From an optimization exercise on the open Yosys and OpenROAD flow, aimed at small area; shortcuts taken in it are not production practice.
At most, simulation tests tie the RTL to the original design; equivalence was not proved.
No driver is modelled on the clock port, so clock power and skew are understated where the tree is cut down; a real chip needs a root buffer or a tree.
Treat power and IR drop as tool artefacts here; the default activity estimate runs too high for this design.

==> tundra: inputs <==
## MLP
module  MLP (
    input clk,               
    input reset,             
    input in1,               
    input in2,               
    input signed [7:0] hidden_weight1,
    input signed [7:0] hidden_weight2,
    input signed [7:0] hidden_bias1,
    input signed [7:0] hidden_weight3,
    input signed [7:0] hidden_weight4,
    input signed [7:0] hidden_bias2  ,
    input signed [7:0] hidden_weight5,
    input signed [7:0] hidden_weight6,
    input signed [7:0] hidden_bias3  ,
    input signed [7:0] output_weight1,
    input signed [7:0] output_weight2,
    input signed [7:0] output_weight3,
    input signed [7:0] output_bias   ,
    output reg final_out     
);
    wire [9:0] h1, h2, h3;
    neuron2 hidden_neuron1(
        .input1(in1), .input2(in2),
        .weight1(hidden_weight1), .weight2(hidden_weight2), .bias(hidden_bias1),
        .neuron_out(h1)
    );
    neuron2 hidden_neuron2(
        .input1(in1), .input2(in2),
        .weight1(hidden_weight3), .weight2(hidden_weight4), .bias(hidden_bias2),
        .neuron_out(h2)
    );
    neuron2 hidden_neuron3(
        .input1(in1), .input2(in2),
        .weight1(hidden_weight5), .weight2(hidden_weight6), .bias(hidden_bias3),
        .neuron_out(h3)
    );
    reg [9:0] hid1_q1, hid1_q2, hid1_q3;    
    reg [9:0] hid2_q1, hid2_q2, hid2_q3;    
    always @(posedge clk) begin
        hid1_q1 <= h1;
        hid1_q2 <= h2;
        hid1_q3 <= h3;
        hid2_q1 <= hid1_q1;
        hid2_q2 <= hid1_q2;
        hid2_q3 <= hid1_q3;
    end
    wire msb;
    neuron3 output_neuron(
        .in1(hid2_q1), .in2(hid2_q2), .in3(hid2_q3),
  ...
==> flow/config.mk <==
export PLATFORM = sky130hd
export DESIGN_NAME = MLP
export DESIGN_NICKNAME = MLP
export VERILOG_FILES = /design/flow/design.v
export SDC_FILE = /design/flow/constraint.sdc
export NUM_CORES = 4
export LEC_CHECK = 0
export CAP_MARGIN = 0
export CORE_MARGIN = 2
export CORE_UTILIZATION = 40
export GPL_TIMING_DRIVEN = 0
export SLEW_MARGIN = 0
export SYNTH_HIERARCHICAL = 1
export SYNTH_MINIMUM_KEEP_SIZE = 0
==> flow/constraint.sdc <==
create_clock -name core_clock -period 7.0 [get_ports {clk}]
set_input_delay 1.4000 -clock core_clock [delete_from_list [all_inputs] [get_ports {clk}]]
set_output_delay 1.4000 -clock core_clock [all_outputs]
set_load 0.01 [all_outputs]
standard.sh (not shown) runs the stock make flow with config.mk's settings and CLKGATE_MAP_FILE= SYNTH_SCRIPT=/design/flow/synth_recipe.tcl, a recipe that flattens the netlist after the stock synthesis.
==> flow/flow/run.sh <==
#!/bin/bash
# Own layout flow: the standard flow (standard.sh) with smaller port
# buffers, synthesis buffers removed at floorplan, and a leaner clock tree.
set -euo pipefail
bash standard.sh \
  'BUFFER_PORTS_ARGS=-buffer_cell sky130_fd_sc_hd__buf_1' \
  REMOVE_ABC_BUFFERS=1 \
  'CTS_ARGS=-sink_clustering_enable -repair_clock_nets -dont_use_dummy_load -buf_list sky130_fd_sc_hd__clkbuf_4' \
  finish > standard_flow.log 2>&1
==> inputs of pepper, as changes to tundra <==
--- a/flow/design.v
+++ b/flow/design.v
@@ -528,110 +528,66 @@
     wire m_s270, m_c269;
     mlp_fa um_s270 (.a(m_s264), .b(m_s266), .c(m_c223), .s(m_s270), .co(m_c269));
     wire m_s272, m_c271;
     mlp_fa um_s272 (.a(m_c225), .b(m_s268), .c(m_s270), .s(m_s272), .co(m_c271));
     wire m_s274, m_c273;
     mlp_fa um_s274 (.a(m_c227), .b(m_s272), .c(m_c229), .s(m_s274), .co(m_c273));
     wire m_c275 = m_c231 | m_s274;
     wire m_s276 = ~(m_c231 ^ m_s274);
-    wire m_x277;
-    mlp_xor um_x277 (.a(p1_3_7), .b(p1_4_6), .y(m_x277));
-    wire m_x278;
-    mlp_xor um_x278 (.a(p1_5_5), .b(p1_6_4), .y(m_x278));
-    wire m_x279;
-    mlp_xor um_x279 (.a(p1_7_3), .b(p2_3_7), .y(m_x279));
-    wire m_x280;
-    mlp_xor um_x280 (.a(p2_4_6), .b(p2_5_5), .y(m_x280));
-    wire m_x281;
-    mlp_xor um_x281 (.a(p2_6_4), .b(p2_7_3), .y(m_x281));
-    wire m_x282;
-    mlp_xor um_x282 (.a(p3_3_7), .b(p3_4_6), .y(m_x282));
-    wire m_x283;
-    mlp_xor um_x283 (.a(p3_5_5), .b(p3_6_4), .y(m_x283));
-    wire m_x284;
-    mlp_xor um_x284 (.a(p3_7_3), .b(q1_10), .y(m_x284));
-    wire m_x285;
-    mlp_xor um_x285 (.a(q2_10), .b(q3_10), .y(m_x285));
-    wire m_x286;
-    mlp_xor um_x286 (.a(m_x277), .b(m_x278), .y(m_x286));
-    wire m_x287;
-    mlp_xor um_x287 (.a(m_x279), .b(m_x280), .y(m_x287));
-    wire m_x288;
-    mlp_xor um_x288 (.a(m_x281), .b(m_x282), .y(m_x288));
-    wire m_x289;
-    mlp_xor um_x289 (.a(m_x283), .b(m_x284), .y(m_x289));
-    wire m_x290;
-    mlp_xor um_x290 (.a(m_x285), .b(m_c233), .y(m_x290));
-    wire m_x291;
-    mlp_xor um_x291 (.a(m_c235), .b(m_c237), .y(m_x291));
-    wire m_x292;
-    mlp_xor um_x292 (.a(m_c239), .b(m_c241), .y(m_x292));
-    wire m_x293;
-    mlp_xor um_x293 (.a(m_c243), .b(m_x286), .y(m_x293));
-    wire m_x294;
-    mlp_xor um_x294 (.a(m_x287), .b(m_x288), .y(m_x294));
-    wire m_x295;
-    mlp_xor um_x295 (.a(m_c245), .b(m_x289), .y(m_x295));
-    wire m_x296;
-    mlp_xor um_x296 (.a(m_x290), .b(m_x291), .y(m_x296));
-    wire m_x297;
-    mlp_xor um_x297 (.a(m_x292), .b(m_x293), .y(m_x297));
-    wire m_x298;
-    mlp_xor um_x298 (.a(m_x294), .b(m_x295), .y(m_x298));
-    wire m_x299;
-    mlp_xor um_x299 (.a(m_c247), .b(m_c249), .y(m_x299));
-    wire m_x300;
-    mlp_xor um_x300 (.a(m_x296), .b(m_x297), .y(m_x300));
-    wire m_x301;
-    mlp_xor um_x301 (.a(m_c251), .b(m_c253), .y(m_x301));
-    wire m_x302;
-    mlp_xor um_x302 (.a(m_x298), .b(m_c255), .y(m_x302));
-    wire m_x303;
-    mlp_xor um_x303 (.a(m_x299), .b(m_x300), .y(m_x303));
-    wire m_x304;
-    mlp_xor um_x304 (.a(m_x301), .b(m_x302), .y(m_x304));
-    wire m_x305;
-    mlp_xor um_x305 (.a(m_c257), .b(m_x303), .y(m_x305));
-    wire m_x306;
-    mlp_xor um_x306 (.a(m_c259), .b(m_c261), .y(m_x306));
-    wire m_x307;
-    mlp_xor um_x307 (.a(m_x304), .b(m_x305), .y(m_x307));
-    wire m_x308;
-    mlp_xor um_x308 (.a(m_x306), .b(m_c263), .y(m_x308));
-    wire m_x309;
-    mlp_xor um_x309 (.a(m_x307), .b(m_c265), .y(m_x309));
-    wire m_x310;
-    mlp_xor um_x310 (.a(m_x308), .b(m_x309), .y(m_x310));
-    wire m_x311;
-    mlp_xor um_x311 (.a(m_c267), .b(m_x310), .y(m_x311));
-    wire m_x312;
-    mlp_xor um_x312 (.a(m_c269), .b(m_x311), .y(m_x312));
-    wire m_x313;
-    mlp_xor um_x313 (.a(m_x312), .b(m_c271), .y(m_x313));
-    wire m_x314;
-    mlp_xor um_x314 (.a(m_x313), .b(m_c273), .y(m_x314));
-    wire m_x315;
-    mlp_xor um_x315 (.a(m_x314), .b(m_c275), .y(m_x315));
-    assign msb_out = m_x315;
+    wire m_x277 = p1_3_7 ^ p1_4_6;
+    wire m_x278 = p1_5_5 ^ p1_6_4;
+    wire m_x279 = p1_7_3 ^ p2_3_7;
+    wire m_x280 = p2_4_6 ^ p2_5_5;
+    wire m_x281 = p2_6_4 ^ p2_7_3;
+    wire m_x282 = p3_3_7 ^ p3_4_6;
+    wire m_x283 = p3_5_5 ^ p3_6_4;
+    wire m_x284 = p3_7_3 ^ q1_10;
+    wire m_x285 = q2_10 ^ q3_10;
+    wire m_x286 = m_x277 ^ m_x278;
+    wire m_x287 = m_x279 ^ m_x280;
+    wire m_x288 = m_x281 ^ m_x282;
+    wire m_x289 = m_x283 ^ m_x284;
+    wire m_x290 = m_x285 ^ m_c233;
+    wire m_x291 = m_c235 ^ m_c237;
+    wire m_x292 = m_c239 ^ m_c241;
+    wire m_x293 = m_c243 ^ m_x286;
+    wire m_x294 = m_x287 ^ m_x288;
+    wire m_x295 = m_c245 ^ m_x289;
+    wire m_x296 = m_x290 ^ m_x291;
+    wire m_x297 = m_x292 ^ m_x293;
+    wire m_x298 = m_x294 ^ m_x295;
+    wire m_x299 = m_c247 ^ m_c249;
+    wire m_x300 = m_x296 ^ m_x297;
+    wire m_x301 = m_c251 ^ m_c253;
+    wire m_x302 = m_x298 ^ m_c255;
+    wire m_x303 = m_x299 ^ m_x300;
+    wire m_x304 = m_x301 ^ m_x302;
+    wire m_x305 = m_c257 ^ m_x303;
+    wire m_x306 = m_c259 ^ m_c261;
+    wire m_x307 = m_x304 ^ m_x305;
+    wire m_x308 = m_x306 ^ m_c263;
+    wire m_x309 = m_x307 ^ m_c265;
+    wire m_x310 = m_x308 ^ m_x309;
+    wire m_x311 = m_c267 ^ m_x310;
+    wire m_x312 = m_c269 ^ m_x311;
+    wire m_x313 = m_x312 ^ m_c271;
+    wire m_x314 = m_x313 ^ m_c273;
+    wire m_x315 = m_x314 ^ m_c275;
+    wire m_n316 = ~m_x315;
+    assign msb_out = ~m_n316;
 endmodule
 module mlp_fa (input a, input b, input c, output s, output co);
     assign s  = a ^ b ^ c;
     assign co = (a & b) | (a & c) | (b & c);
 endmodule
 module mlp_ha (input a, input b, output s, output co);
     assign s  = a ^ b;
     assign co = a & b;
 endmodule
-module mlp_xor (input a, input b, output y);
-    assign y = a ^ b;
-endmodule
-module mlp_xnor (input a, input b, output y);
-    assign y = ~(a ^ b);
-endmodule
 `timescale 1ns/10ps
 module  MLP (
     input clk,               
     input reset,             
     input in1,               
     input in2,               
     input signed [7:0] hidden_weight1,
     input signed [7:0] hidden_weight2,
==> inputs of cedar, as changes to tundra <==
==> flow/flow/run.sh (replaced) <==
#!/bin/bash
# Own layout flow: the standard flow (standard.sh) with smaller port
# buffers, synthesis buffers removed at floorplan, and a small fixed clock
# tree (flow/manual_cts.tcl: four clock buffers, one per group of flip-flops,
# in place of TritonCTS's nine).
set -euo pipefail
bash standard.sh \
  'BUFFER_PORTS_ARGS=-buffer_cell sky130_fd_sc_hd__buf_1' \
  REMOVE_ABC_BUFFERS=1 \
  "PRE_CTS_TCL=$PWD/flow/manual_cts.tcl" \
  finish > standard_flow.log 2>&1
==> flow/flow/manual_cts.tcl (new file) <==

proc manual_clock_tree { cell k } {
  set block [ord::get_db_block]
  set clknet [$block findNet clk]
  set master [[ord::get_db] findMaster $cell]
  set sinks {}
  foreach it [$clknet getITerms] {
    set loc [[$it getInst] getLocation]
    lappend sinks [list $it [lindex $loc 0] [lindex $loc 1]]
  }
  set sorted [lsort -integer -index 1 $sinks]
  set n [llength $sorted]
  set cent {}
  for {set i 0} {$i < $k} {incr i} {
    set s [lindex $sorted [expr {($i * $n) / $k + $n / (2 * $k)}]]
    lappend cent [list [lindex $s 1] [lindex $s 2]]
  }
  for {set iter 0} {$iter < 50} {incr iter} {
    set sumx [lrepeat $k 0]; set sumy [lrepeat $k 0]; set cnt [lrepeat $k 0]
    set assign {}
    foreach s $sinks {
      set best 0; set bd -1
      for {set i 0} {$i < $k} {incr i} {
        set c [lindex $cent $i]
        set d [expr {abs([lindex $s 1] - [lindex $c 0]) + abs([lindex $s 2] - [lindex $c 1])}]
        if {$bd < 0 || $d < $bd} { set bd $d; set best $i }
      }
      lappend assign $best
      lset sumx $best [expr {[lindex $sumx $best] + [lindex $s 1]}]
      lset sumy $best [expr {[lindex $sumy $best] + [lindex $s 2]}]
      lset cnt $best [expr {[lindex $cnt $best] + 1}]
    }
    set newcent {}
    for {set i 0} {$i < $k} {incr i} {
      if {[lindex $cnt $i] > 0} {
        lappend newcent [list [expr {[lindex $sumx $i] / [lindex $cnt $i]}] [expr {[lindex $sumy $i] / [lindex $cnt $i]}]]
      } else {
        lappend newcent [lindex $cent $i]
      }
    }
    set cent $newcent
  }
  for {set i 0} {$i < $k} {incr i} {
    set inst [odb::dbInst_create $block $master clkbuf_m$i]
    set net [odb::dbNet_create $block clknet_m$i]
    $net setSigType CLOCK
    [$inst findITerm A] connect $clknet
    [$inst findITerm X] connect $net
    set c [lindex $cent $i]
    $inst setLocation [lindex $c 0] [lindex $c 1]
    $inst setPlacementStatus PLACED
    set nets($i) $net
  }
  foreach s $sinks a $assign {
    set it [lindex $s 0]
    $it disconnect
    $it connect $nets($a)
  }
  puts "manual clock tree: $k x $cell, group sizes $cnt"
}

rename clock_tree_synthesis orig_clock_tree_synthesis
proc clock_tree_synthesis { args } {
  manual_clock_tree sky130_fd_sc_hd__clkbuf_8 4
  # the ORFS CTS step legalises the placement and repairs timing next
}
==> comparison table <==
Design Power: pepper 0.006597 W; cedar 0.005384 W; tundra 0.005413 W
Routed WL per cell: pepper 16.90 um; cedar 16.31 um; tundra 16.46 um
Count of filler cells inserted in the layout: pepper 1552; cedar 1542; tundra 1547
Crit Path Max Fanout: pepper 8; cedar 10; tundra 10
Outcome: pepper timing/DRC/antenna clean; cedar timing/DRC/antenna clean; tundra timing/DRC/antenna clean
Number of nets in the final layout: pepper 911; cedar 910; tundra 915
HPWL after detailed placement: pepper 12.60 mm; cedar 12.17 mm; tundra 12.17 mm
Fraction of standard cell area that is sequential: pepper 18.13%; cedar 18.37%; tundra 18.34%
Clock transition at path regs: pepper 100 ps; cedar 70 ps; tundra 90 ps
Die extent in y: pepper 131.6 um; cedar 131.3 um; tundra 131.3 um
Non-clock buffer count: pepper 108; cedar -; tundra 108
Count of different cell masters after synthesis: pepper 23; cedar 16; tundra 16
Horizontal die dimension: pepper 131.6 um; cedar 131.3 um; tundra 131.3 um
GRT met2 Usage: pepper 32.96%; cedar 31.81%; tundra 31.99%
Placer congestion estimate: pepper 0.8615; cedar 0.9136; tundra 0.9136
Cell leakage power: pepper 2.579 nW; cedar 2.519 nW; tundra 2.531 nW
Least setup slack across all paths after layout: pepper 296.1 ps; cedar 241.1 ps; tundra 512.3 ps
Overall routed net length: pepper 14.20 mm; cedar 13.68 mm; tundra 13.90 mm
Final-layout non-clock buffer area share: pepper 6.258%; cedar -; tundra 5.895%
The clock cells of cedar come from the design's own scripts or RTL, not from TritonCTS.

==> inputs of v12 <==
MLP, a different RTL version from the one above (not shown whole).
## MLP
module  MLP (
    input clk,               
    input reset,             
    input in1,               
    input in2,               
    input signed [7:0] hidden_weight1,
    input signed [7:0] hidden_weight2,
    input signed [7:0] hidden_bias1,
    input signed [7:0] hidden_weight3,
    input signed [7:0] hidden_weight4,
    input signed [7:0] hidden_bias2  ,
    input signed [7:0] hidden_weight5,
    input signed [7:0] hidden_weight6,
    input signed [7:0] hidden_bias3  ,
    input signed [7:0] output_weight1,
    input signed [7:0] output_weight2,
    input signed [7:0] output_weight3,
    input signed [7:0] output_bias   ,
    output reg final_out     
);
    wire [9:0] h1, h2, h3;
    neuron2 hidden_neuron1(
        .input1(in1), .input2(in2),
        .weight1(hidden_weight1), .weight2(hidden_weight2), .bias(hidden_bias1),
        .neuron_out(h1)
    );
    neuron2 hidden_neuron2(
        .input1(in1), .input2(in2),
        .weight1(hidden_weight3), .weight2(hidden_weight4), .bias(hidden_bias2),
        .neuron_out(h2)
    );
    neuron2 hidden_neuron3(
        .input1(in1), .input2(in2),
        .weight1(hidden_weight5), .weight2(hidden_weight6), .bias(hidden_bias3),
        .neuron_out(h3)
    );
    reg [9:0] hid1_q1, hid1_q2, hid1_q3;    
    reg [9:0] hid2_q1, hid2_q2, hid2_q3;    
    always @(posedge clk) begin
        hid1_q1 <= h1;
        hid1_q2 <= h2;
        hid1_q3 <= h3;
        hid2_q1 <= hid1_q1;
        hid2_q2 <= hid1_q2;
        hid2_q3 <= hid1_q3;
    end
    wire msb;
    neuron3 output_neuron(
        .in1(hid2_q1), .in2(hid2_q2), .in3(hid2_q3),
        .w1(output_weight1), .w2(output_weight2), .w3(output_weight3),
        .bias(output_bias),
        .msb_out(msb)
    );
    reg msb1_q, msb2_q;
    always @(posedge clk) begin
        msb1_q <= msb;
        msb2_q <= msb1_q;
        if (reset)
            final_out <= 1'b0;
        else
            final_out <= msb2_q;
    end
endmodule
Settings: LEC_CHECK=0, CAP_MARGIN=0, CORE_MARGIN=2, CORE_UTILIZATION=40, GPL_TIMING_DRIVEN=0, SLEW_MARGIN=0, SYNTH_HIERARCHICAL=1, SYNTH_MINIMUM_KEEP_SIZE=0; clock period 7.0 ns.
==> flow/flow/run.sh <==
#!/bin/bash
# Own layout flow: the standard flow (standard.sh) with smaller port
# buffers, synthesis buffers removed at floorplan, and a leaner clock tree.
set -euo pipefail
bash standard.sh \
  'BUFFER_PORTS_ARGS=-buffer_cell sky130_fd_sc_hd__buf_1' \
  REMOVE_ABC_BUFFERS=1 RECOVER_POWER=100 \
  'CTS_ARGS=-sink_clustering_enable -repair_clock_nets -dont_use_dummy_load -buf_list sky130_fd_sc_hd__clkbuf_4' \
  finish > standard_flow.log 2>&1
==> v28 (differences from v12) <==
--- a/flow/design.v
+++ b/flow/design.v
@@ -519,108 +519,64 @@
     wire m_s261, m_c260;
     mlp_fa um_s261 (.a(m_s255), .b(m_s257), .c(m_c215), .s(m_s261), .co(m_c260));
     wire m_s263, m_c262;
     mlp_fa um_s263 (.a(m_c217), .b(m_s259), .c(m_s261), .s(m_s263), .co(m_c262));
     wire m_s265, m_c264;
     mlp_fa um_s265 (.a(m_c219), .b(m_s263), .c(m_c221), .s(m_s265), .co(m_c264));
     wire m_c266 = m_c223 | m_s265;
-    wire m_x267;
-    mlp_xor um_x267 (.a(p1_3_7), .b(p1_4_6), .y(m_x267));
-    wire m_x268;
-    mlp_xor um_x268 (.a(p1_5_5), .b(p1_6_4), .y(m_x268));
-    wire m_x269;
-    mlp_xor um_x269 (.a(p1_7_3), .b(p2_3_7), .y(m_x269));
-    wire m_x270;
-    mlp_xor um_x270 (.a(p2_4_6), .b(p2_5_5), .y(m_x270));
-    wire m_x271;
-    mlp_xor um_x271 (.a(p2_6_4), .b(p2_7_3), .y(m_x271));
-    wire m_x272;
-    mlp_xor um_x272 (.a(p3_3_7), .b(p3_4_6), .y(m_x272));
-    wire m_x273;
-    mlp_xor um_x273 (.a(p3_5_5), .b(p3_6_4), .y(m_x273));
-    wire m_x274;
-    mlp_xor um_x274 (.a(p3_7_3), .b(q1_10), .y(m_x274));
-    wire m_x275;
-    mlp_xor um_x275 (.a(q2_10), .b(q3_10), .y(m_x275));
-    wire m_x276;
-    mlp_xor um_x276 (.a(m_x267), .b(m_x268), .y(m_x276));
-    wire m_x277;
-    mlp_xor um_x277 (.a(m_x269), .b(m_x270), .y(m_x277));
-    wire m_x278;
-    mlp_xor um_x278 (.a(m_x271), .b(m_x272), .y(m_x278));
-    wire m_x279;
-    mlp_xor um_x279 (.a(m_x273), .b(m_x274), .y(m_x279));
-    wire m_x280;
-    mlp_xor um_x280 (.a(m_x275), .b(m_c224), .y(m_x280));
-    wire m_x281;
-    mlp_xor um_x281 (.a(m_c226), .b(m_c228), .y(m_x281));
-    wire m_x282;
-    mlp_xor um_x282 (.a(m_c230), .b(m_c232), .y(m_x282));
-    wire m_x283;
-    mlp_xor um_x283 (.a(m_c234), .b(m_x276), .y(m_x283));
-    wire m_x284;
-    mlp_xor um_x284 (.a(m_x277), .b(m_x278), .y(m_x284));
-    wire m_x285;
-    mlp_xor um_x285 (.a(m_c236), .b(m_x279), .y(m_x285));
-    wire m_x286;
-    mlp_xor um_x286 (.a(m_x280), .b(m_x281), .y(m_x286));
-    wire m_x287;
-    mlp_xor um_x287 (.a(m_x282), .b(m_x283), .y(m_x287));
-    wire m_x288;
-    mlp_xor um_x288 (.a(m_x284), .b(m_x285), .y(m_x288));
-    wire m_x289;
-    mlp_xor um_x289 (.a(m_c238), .b(m_c240), .y(m_x289));
-    wire m_x290;
-    mlp_xor um_x290 (.a(m_x286), .b(m_x287), .y(m_x290));
-    wire m_x291;
-    mlp_xor um_x291 (.a(m_c242), .b(m_c244), .y(m_x291));
-    wire m_x292;
-    mlp_xor um_x292 (.a(m_x288), .b(m_c246), .y(m_x292));
-    wire m_x293;
-    mlp_xor um_x293 (.a(m_x289), .b(m_x290), .y(m_x293));
-    wire m_x294;
-    mlp_xor um_x294 (.a(m_x291), .b(m_x292), .y(m_x294));
-    wire m_x295;
-    mlp_xor um_x295 (.a(m_c248), .b(m_x293), .y(m_x295));
-    wire m_x296;
-    mlp_xor um_x296 (.a(m_c250), .b(m_c252), .y(m_x296));
-    wire m_x297;
-    mlp_xor um_x297 (.a(m_x294), .b(m_x295), .y(m_x297));
-    wire m_x298;
-    mlp_xor um_x298 (.a(m_x296), .b(m_c254), .y(m_x298));
-    wire m_x299;
-    mlp_xor um_x299 (.a(m_x297), .b(m_c256), .y(m_x299));
-    wire m_x300;
-    mlp_xor um_x300 (.a(m_x298), .b(m_x299), .y(m_x300));
-    wire m_x301;
-    mlp_xor um_x301 (.a(m_c258), .b(m_x300), .y(m_x301));
-    wire m_x302;
-    mlp_xor um_x302 (.a(m_c260), .b(m_x301), .y(m_x302));
-    wire m_x303;
-    mlp_xor um_x303 (.a(m_x302), .b(m_c262), .y(m_x303));
-    wire m_x304;
-    mlp_xor um_x304 (.a(m_x303), .b(m_c264), .y(m_x304));
-    wire m_x305;
-    mlp_xor um_x305 (.a(m_x304), .b(m_c266), .y(m_x305));
-    assign msb_out = m_x305;
+    wire m_x267 = p1_3_7 ^ p1_4_6;
+    wire m_x268 = p1_5_5 ^ p1_6_4;
+    wire m_x269 = p1_7_3 ^ p2_3_7;
+    wire m_x270 = p2_4_6 ^ p2_5_5;
+    wire m_x271 = p2_6_4 ^ p2_7_3;
+    wire m_x272 = p3_3_7 ^ p3_4_6;
+    wire m_x273 = p3_5_5 ^ p3_6_4;
+    wire m_x274 = p3_7_3 ^ q1_10;
+    wire m_x275 = q2_10 ^ q3_10;
+    wire m_x276 = m_x267 ^ m_x268;
+    wire m_x277 = m_x269 ^ m_x270;
+    wire m_x278 = m_x271 ^ m_x272;
+    wire m_x279 = m_x273 ^ m_x274;
+    wire m_x280 = m_x275 ^ m_c224;
+    wire m_x281 = m_c226 ^ m_c228;
+    wire m_x282 = m_c230 ^ m_c232;
+    wire m_x283 = m_c234 ^ m_x276;
+    wire m_x284 = m_x277 ^ m_x278;
+    wire m_x285 = m_c236 ^ m_x279;
+    wire m_x286 = m_x280 ^ m_x281;
+    wire m_x287 = m_x282 ^ m_x283;
+    wire m_x288 = m_x284 ^ m_x285;
+    wire m_x289 = m_c238 ^ m_c240;
+    wire m_x290 = m_x286 ^ m_x287;
+    wire m_x291 = m_c242 ^ m_c244;
+    wire m_x292 = m_x288 ^ m_c246;
+    wire m_x293 = m_x289 ^ m_x290;
+    wire m_x294 = m_x291 ^ m_x292;
+    wire m_x295 = m_c248 ^ m_x293;
+    wire m_x296 = m_c250 ^ m_c252;
+    wire m_x297 = m_x294 ^ m_x295;
+    wire m_x298 = m_x296 ^ m_c254;
+    wire m_x299 = m_x297 ^ m_c256;
+    wire m_x300 = m_x298 ^ m_x299;
+    wire m_x301 = m_c258 ^ m_x300;
+    wire m_x302 = m_c260 ^ m_x301;
+    wire m_x303 = m_x302 ^ m_c262;
+    wire m_x304 = m_x303 ^ m_c264;
+    wire m_x305 = m_x304 ^ m_c266;
+    wire m_n306 = ~m_x305;
+    assign msb_out = ~m_n306;
 endmodule
 module mlp_fa (input a, input b, input c, output s, output co);
     assign s  = a ^ b ^ c;
     assign co = (a & b) | (a & c) | (b & c);
 endmodule
 module mlp_ha (input a, input b, output s, output co);
     assign s  = a ^ b;
     assign co = a & b;
 endmodule
-module mlp_xor (input a, input b, output y);
-    assign y = a ^ b;
-endmodule
-module mlp_xnor (input a, input b, output y);
-    assign y = ~(a ^ b);
-endmodule
 `timescale 1ns/10ps
 module  MLP (
     input clk,               
     input reset,             
     input in1,               
     input in2,               
     input signed [7:0] hidden_weight1,
==> flow/flow/run.sh (replaced) <==
#!/bin/bash
# Own layout flow: the standard flow (standard.sh) with smaller port
# buffers, synthesis buffers removed at floorplan, and a leaner clock tree.
set -euo pipefail
bash standard.sh \
  'BUFFER_PORTS_ARGS=-buffer_cell sky130_fd_sc_hd__buf_1' \
  REMOVE_ABC_BUFFERS=1 \
  'CTS_ARGS=-sink_clustering_enable -repair_clock_nets -dont_use_dummy_load -buf_list sky130_fd_sc_hd__clkbuf_4' \
  finish > standard_flow.log 2>&1
Settings changed: CORE_UTILIZATION 40 to 60.
==> v10 (differences from v12) <==
==> flow/flow/run.sh (replaced) <==
#!/bin/bash
# Own layout flow: the standard flow (standard.sh) with smaller port
# buffers, synthesis buffers removed at floorplan, and a small fixed clock
# tree (flow/manual_cts.tcl: four clock buffers, one per group of flip-flops,
# in place of TritonCTS's nine).
set -euo pipefail
bash standard.sh \
  'BUFFER_PORTS_ARGS=-buffer_cell sky130_fd_sc_hd__buf_1' \
  REMOVE_ABC_BUFFERS=1 \
  "PRE_CTS_TCL=$PWD/flow/manual_cts.tcl" \
  finish > standard_flow.log 2>&1
==> flow/flow/manual_cts.tcl (new file) <==

proc manual_clock_tree { cell k } {
  set block [ord::get_db_block]
  set clknet [$block findNet clk]
  set master [[ord::get_db] findMaster $cell]
  set sinks {}
  foreach it [$clknet getITerms] {
    set loc [[$it getInst] getLocation]
    lappend sinks [list $it [lindex $loc 0] [lindex $loc 1]]
  }
  set sorted [lsort -integer -index 1 $sinks]
  set n [llength $sorted]
  set cent {}
  for {set i 0} {$i < $k} {incr i} {
    set s [lindex $sorted [expr {($i * $n) / $k + $n / (2 * $k)}]]
    lappend cent [list [lindex $s 1] [lindex $s 2]]
  }
  for {set iter 0} {$iter < 50} {incr iter} {
    set sumx [lrepeat $k 0]; set sumy [lrepeat $k 0]; set cnt [lrepeat $k 0]
    set assign {}
    foreach s $sinks {
      set best 0; set bd -1
      for {set i 0} {$i < $k} {incr i} {
        set c [lindex $cent $i]
        set d [expr {abs([lindex $s 1] - [lindex $c 0]) + abs([lindex $s 2] - [lindex $c 1])}]
        if {$bd < 0 || $d < $bd} { set bd $d; set best $i }
      }
      lappend assign $best
      lset sumx $best [expr {[lindex $sumx $best] + [lindex $s 1]}]
      lset sumy $best [expr {[lindex $sumy $best] + [lindex $s 2]}]
      lset cnt $best [expr {[lindex $cnt $best] + 1}]
    }
    set newcent {}
    for {set i 0} {$i < $k} {incr i} {
      if {[lindex $cnt $i] > 0} {
        lappend newcent [list [expr {[lindex $sumx $i] / [lindex $cnt $i]}] [expr {[lindex $sumy $i] / [lindex $cnt $i]}]]
      } else {
        lappend newcent [lindex $cent $i]
      }
    }
    set cent $newcent
  }
  for {set i 0} {$i < $k} {incr i} {
    set inst [odb::dbInst_create $block $master clkbuf_m$i]
    set net [odb::dbNet_create $block clknet_m$i]
    $net setSigType CLOCK
    [$inst findITerm A] connect $clknet
    [$inst findITerm X] connect $net
    set c [lindex $cent $i]
    $inst setLocation [lindex $c 0] [lindex $c 1]
    $inst setPlacementStatus PLACED
    set nets($i) $net
  }
  foreach s $sinks a $assign {
    set it [lindex $s 0]
    $it disconnect
    $it connect $nets($a)
  }
  puts "manual clock tree: $k x $cell, group sizes $cnt"
}

rename clock_tree_synthesis orig_clock_tree_synthesis
proc clock_tree_synthesis { args } {
  manual_clock_tree sky130_fd_sc_hd__clkbuf_8 4
  # the ORFS CTS step legalises the placement and repairs timing next
}

# Logic cells that synthesis sized up (drive 2 or more) go back to drive 1
# where the library has one; the CTS step's timing repair that follows
# sizes up again whatever needs it.
proc downsize_logic { } {
  set db [ord::get_db]
  set n 0
  foreach inst [[ord::get_db_block] getInsts] {
    set m [[$inst getMaster] getName]
    if {![regexp {^(sky130_fd_sc_hd__\w+)_([0-9]+)$} $m -> base drive]} { continue }
    if {$drive <= 1} { continue }
    if {[regexp {buf|inv|dfx|dfr|conb|tap|fill|decap|dly} $base]} { continue }
    set small [$db findMaster ${base}_1]
    if {$small eq "NULL" || $small eq ""} { continue }
    $inst swapMaster $small
    incr n
  }
  puts "downsize_logic: $n cells set to drive 1"
}
downsize_logic
==> qor summary <==
Status: v28 complete, no violations; v10 complete, no violations; v12 complete, no violations
Power Dens Cells: v28 1060 nW/µm²; v10 815 nW/µm²; v12 815 nW/µm²
Internal power: v28 0.00388 W; v10 0.00283 W; v12 0.00283 W
Number of clock buffers in the layout: v28 9; v10 -; v12 9
Number of cells produced by synthesis: v28 560; v10 565; v12 565
Post-DP HPWL: v28 12.4 mm; v10 12.1 mm; v12 12.1 mm
Number of non-filler instances in the completed layout: v28 760; v10 839; v12 844
Static power due to leakage: v28 2.60 nW; v10 2.54 nW; v12 2.54 nW
Final period demand of the worst path: v28 6.84 ns; v10 6.61 ns; v12 6.60 ns
Avg Cell Area, Syn: v28 11.6 µm²; v10 11.5 µm²; v12 11.5 µm²
Worst-case hold slack: v28 0.312 ns; v10 0.327 ns; v12 0.326 ns
Most common cell after layout, fill and taps aside: v28 nand2_1; v10 fa_1; v12 fa_1
Summed instance area of the synthesized netlist: v28 6490 µm²; v10 6490 µm²; v12 6490 µm²
Multi-input logic portion of the cell area: v28 71.2%; v10 70.3%; v12 70.4%
Seq. pwr: v28 0.000625 W; v10 0.000596 W; v12 0.000596 W
Die outline area: v28 11,700 µm²; v10 17,300 µm²; v12 17,300 µm²
Total vias in the final route: v28 4,068; v10 4,015; v12 3,992
Worst slew pin tran: v28 0.822 ns; v10 0.944 ns; v12 0.956 ns
CTS tree: v28 done; v10 -; v12 done
Worst hold endpoint: v28 hid2_q1[4]; v10 hid2_q1[5]; v12 hid2_q3[3]
Multi-input gate count: v28 436; v10 440; v12 440
Final wirelength: v28 14.8 mm; v10 13.6 mm; v12 13.7 mm
Area inside the core boundary: v28 10,400 µm²; v10 15,900 µm²; v12 15,900 µm²
Critical path depth in cells: v28 17; v10 15; v12 15
Area of all placed cells without fillers: v28 6910 µm²; v10 6860 µm²; v12 6880 µm²
Yosys cell types: v28 20; v10 16; v12 16
No functional check of the RTL was part of any run of this note. In v10 the design's own scripts or RTL, not TritonCTS, make the clock network.

## static timing again, ports no longer ideal
How much do the figures lean on ideal ports? The routed layouts below were timed once more, with nothing changed but the port constraints.
Step 1 (the two cells are an assumption about what drives the block):
set clk [get_ports {clk}]
set_driving_cell -lib_cell sky130_fd_sc_hd__clkbuf_16 $clk
set_driving_cell -lib_cell sky130_fd_sc_hd__buf_2 [delete_from_list [all_inputs] $clk]
Step 2 moves the port delays by t, midway between the first and last clock arrival at a register: inputs arrive t later, outputs are due t later. That takes back most of the time a late clock gives input paths.
a / b / c = ideal / step 1 / step 2; a / b = the first two.
| run | t (ns) | setup WS [ns] | latest minus earliest clock arrival (ns) |
|---|---|---|---|
| tundra | 0.456 | 0.512 / 0.508 / 0.052 | 0.030 / 0.030 |
| pepper | 0.413 | 0.296 / 0.293 / -0.121 | 0.038 / 0.037 |
| cedar | 0.221 | 0.241 / 0.274 / 0.052 | 0.029 / 0.029 |
| v12 | 0.445 | 0.401 / 0.396 / -0.049 | 0.034 / 0.035 |
| v28 | 0.407 | 0.158 / 0.146 / -0.261 | 0.014 / 0.014 |
| v10 | 0.216 | 0.390 / 0.423 / 0.207 | 0.031 / 0.032 |
With both steps, setup timing fails in pepper, v12 and v28, where it was met with ideal ports. The setup slack of tundra, which loses most, moves by -0.004 ns with the drivers and by -0.460 ns with both steps.
